This is an optimization exercise on Yosys and OpenROAD, whose aim is small area, a short achievable clock period and few clock cycles per item, not a production implementation.
In this exercise RTL edits were held to simulation tests only and were not proved equivalent to the original.
Power figures rest on the tool's default switching activity, not on a simulated workload.

## before
## scr_search
module scr_search(clk,rst,start,R_fixed,angle1,adder,error,X,Y,done);
Settings: LEC_CHECK=0, CAP_MARGIN=20, CORE_MARGIN=2, CORE_UTILIZATION=15, PLACE_DENSITY=0.3, SETUP_SLACK_MARGIN=1.5, SLEW_MARGIN=20; clock period 12.0 ns.
standard.sh (not shown) runs the stock make flow with config.mk's settings and CLKGATE_MAP_FILE= SYNTH_SCRIPT=/design/flow/synth_recipe.tcl, a recipe that flattens the netlist after the stock synthesis.
==> flow/flow/run.sh <==
#!/bin/bash
# The standard layout (the standard.sh, unchanged synthesis and steps), with one change:
# the port buffers that global placement inserts are plain buffers instead of the default cell.
set -euo pipefail
export BUFFER_PORTS_ARGS="-buffer_cell sky130_fd_sc_hd__buf_2"
bash standard.sh > standard_flow.log 2>&1
Testbench counts of before, summed over its fixed seeds: cycles 384, queries 384.
#### Input delta (after over before)
- SETUP_SLACK_MARGIN now 5, was 1.5
Findings:
The power of after exceeds that of before by about 7%.
Changes observed in after relative to before: clock skew essentially unchanged; slew at the pin closest to its max-slew limit decreased 0.046 ns; post-layout worst setup margin increased 2.20 ns.
Re part of the power in the clock network: after is 0.9 points down on before.
Compound-gate portion of the synthesized area across before and after: no real change.
Between before and after, global-route usage is lower for before, after comes in above that.
On non-clock buffer instance count of the final layout, the higher figure sits with after, not before.
The count of fill cells added during filler insertion in after was lower than what before gave.
Relative to before, after improves minimum period implied by the final worst setup slack.


scr_search, a different RTL version from the one above (not shown whole).
Size in the first run: about 63 flip-flops, about 49 I/O pins, about 0.015 mm² of cells after synthesis.
==> flow/design.v (excerpt) <==
module scr_search(clk,rst,start,R_fixed,angle1,adder,error,X,Y,done);
Settings: LEC_CHECK=0, ABC_AREA=1, CAP_MARGIN=20, CORE_MARGIN=2, CORE_UTILIZATION=15, PLACE_DENSITY=0.3, SETUP_SLACK_MARGIN=5, SLEW_MARGIN=20; clock period 12.0 ns.
==> flow/flow/run.sh <==
#!/bin/bash
set -euo pipefail
export BUFFER_PORTS_ARGS="-buffer_cell sky130_fd_sc_hd__buf_2"
sed 's/SETUP_SLACK_MARGIN=[0-9.]*/SETUP_SLACK_MARGIN=5.75/' standard.sh > standard_m.sh
grep -q 'SETUP_SLACK_MARGIN=5.75' standard_m.sh
bash standard_m.sh > standard_flow.log 2>&1
Testbench counts at the start, summed over its fixed seeds: cycles 384, queries 384.
Then changed:
==> flow/flow/run.sh (replaced) <==
#!/bin/bash
set -euo pipefail
export BUFFER_PORTS_ARGS="-buffer_cell sky130_fd_sc_hd__buf_2"
sed 's/SETUP_SLACK_MARGIN=[0-9.]*/SETUP_SLACK_MARGIN=6.25/' standard.sh > standard_m.sh
grep -q 'SETUP_SLACK_MARGIN=6.25' standard_m.sh
bash standard_m.sh > standard_flow.log 2>&1
--- a/flow/config.mk
+++ b/flow/config.mk
@@ -8,7 +8,7 @@
 export ABC_AREA = 1
-export CAP_MARGIN = 20
+export CAP_MARGIN = 0
 export CORE_MARGIN = 2
-export CORE_UTILIZATION = 15
-export PLACE_DENSITY = 0.3
+export CORE_UTILIZATION = 20
+export PLACE_DENSITY = 0.4
 export SETUP_SLACK_MARGIN = 5
-export SLEW_MARGIN = 20
+export SLEW_MARGIN = 0
Outcome: Core utilization climbs by 6.0 points; power rose by about 4.5%; area after synthesis is unchanged; final area is higher by about 0.5%; final cell count fell by about 7%; first-iteration DRC count goes up by 29%; sequential share of layout area barely changes; combinational power rises by about 9%; sequential power is about the same.
Then changed:
==> flow/flow/run.sh (replaced) <==
#!/bin/bash
set -euo pipefail
export BUFFER_PORTS_ARGS="-buffer_cell sky130_fd_sc_hd__buf_2"
sed 's/SETUP_SLACK_MARGIN=[0-9.]*/SETUP_SLACK_MARGIN=6.4/' standard.sh > standard_m.sh
grep -q 'SETUP_SLACK_MARGIN=6.4' standard_m.sh
bash standard_m.sh > standard_flow.log 2>&1
--- a/flow/config.mk
+++ b/flow/config.mk
@@ -8,7 +8,7 @@
 export ABC_AREA = 1
-export CAP_MARGIN = 0
+export CAP_MARGIN = 20
 export CORE_MARGIN = 2
-export CORE_UTILIZATION = 20
-export PLACE_DENSITY = 0.4
+export CORE_UTILIZATION = 25
+export PLACE_DENSITY = 0.5
 export SETUP_SLACK_MARGIN = 5
-export SLEW_MARGIN = 0
+export SLEW_MARGIN = 20
Die area went down by 20%.
Setup slack gets better by 0.11 ns.
Final cell count decreases by 4.8%.
Power went down by 3.1%.
Non-clock buffer count goes down by 3.
Area after synthesis is unchanged.
Then changed:
==> flow/flow/run.sh (replaced) <==
#!/bin/bash
set -euo pipefail
export BUFFER_PORTS_ARGS="-buffer_cell sky130_fd_sc_hd__buf_2"
sed 's/SETUP_SLACK_MARGIN=[0-9.]*/SETUP_SLACK_MARGIN=6.5/' standard.sh > standard_m.sh
grep -q 'SETUP_SLACK_MARGIN=6.5' standard_m.sh
bash standard_m.sh > standard_flow.log 2>&1
The changed run produced a clean layout.
Hold slack hardly moves.
Sequential power hardly moves.
Maximum frequency stays flat.

[port drivers added, routing unchanged]
Ports are ideal in the flow. The routed layouts listed here were re-timed in OpenROAD. Step 1: set_driving_cell puts a clkbuf_16 on clk and a buf_2 on each other input, an assumption about the parent block. Step 2 also shifts input and output timing later by t, the mid clock arrival at the registers, as if the neighbouring blocks saw the same clock. a / b / c = ideal ports / drivers / drivers and shift; a / b = the first two.
run	shift t [ns]	setup WS [ns]	slew at the worst register clock pin (ns)
before	0.399	2.787 / 2.813 / 2.413	0.07 / 0.07
after	0.403	4.987 / 4.943 / 4.598	0.07 / 0.07
the first run of note 2	0.401	5.785 / 5.801 / 5.401	0.06 / 0.06
the second run of note 2	0.396	6.203 / 6.156 / 5.877	0.06 / 0.06
the third run of note 2	0.402	6.308 / 6.258 / 5.967	0.06 / 0.06
the fourth run of note 2	0.396	6.296 / 6.248 / 6.073	0.06 / 0.06
After both steps every run listed still meets setup and hold. The setup slack of after, which loses most, moves by -0.044 ns with the drivers and by -0.389 ns with both steps.
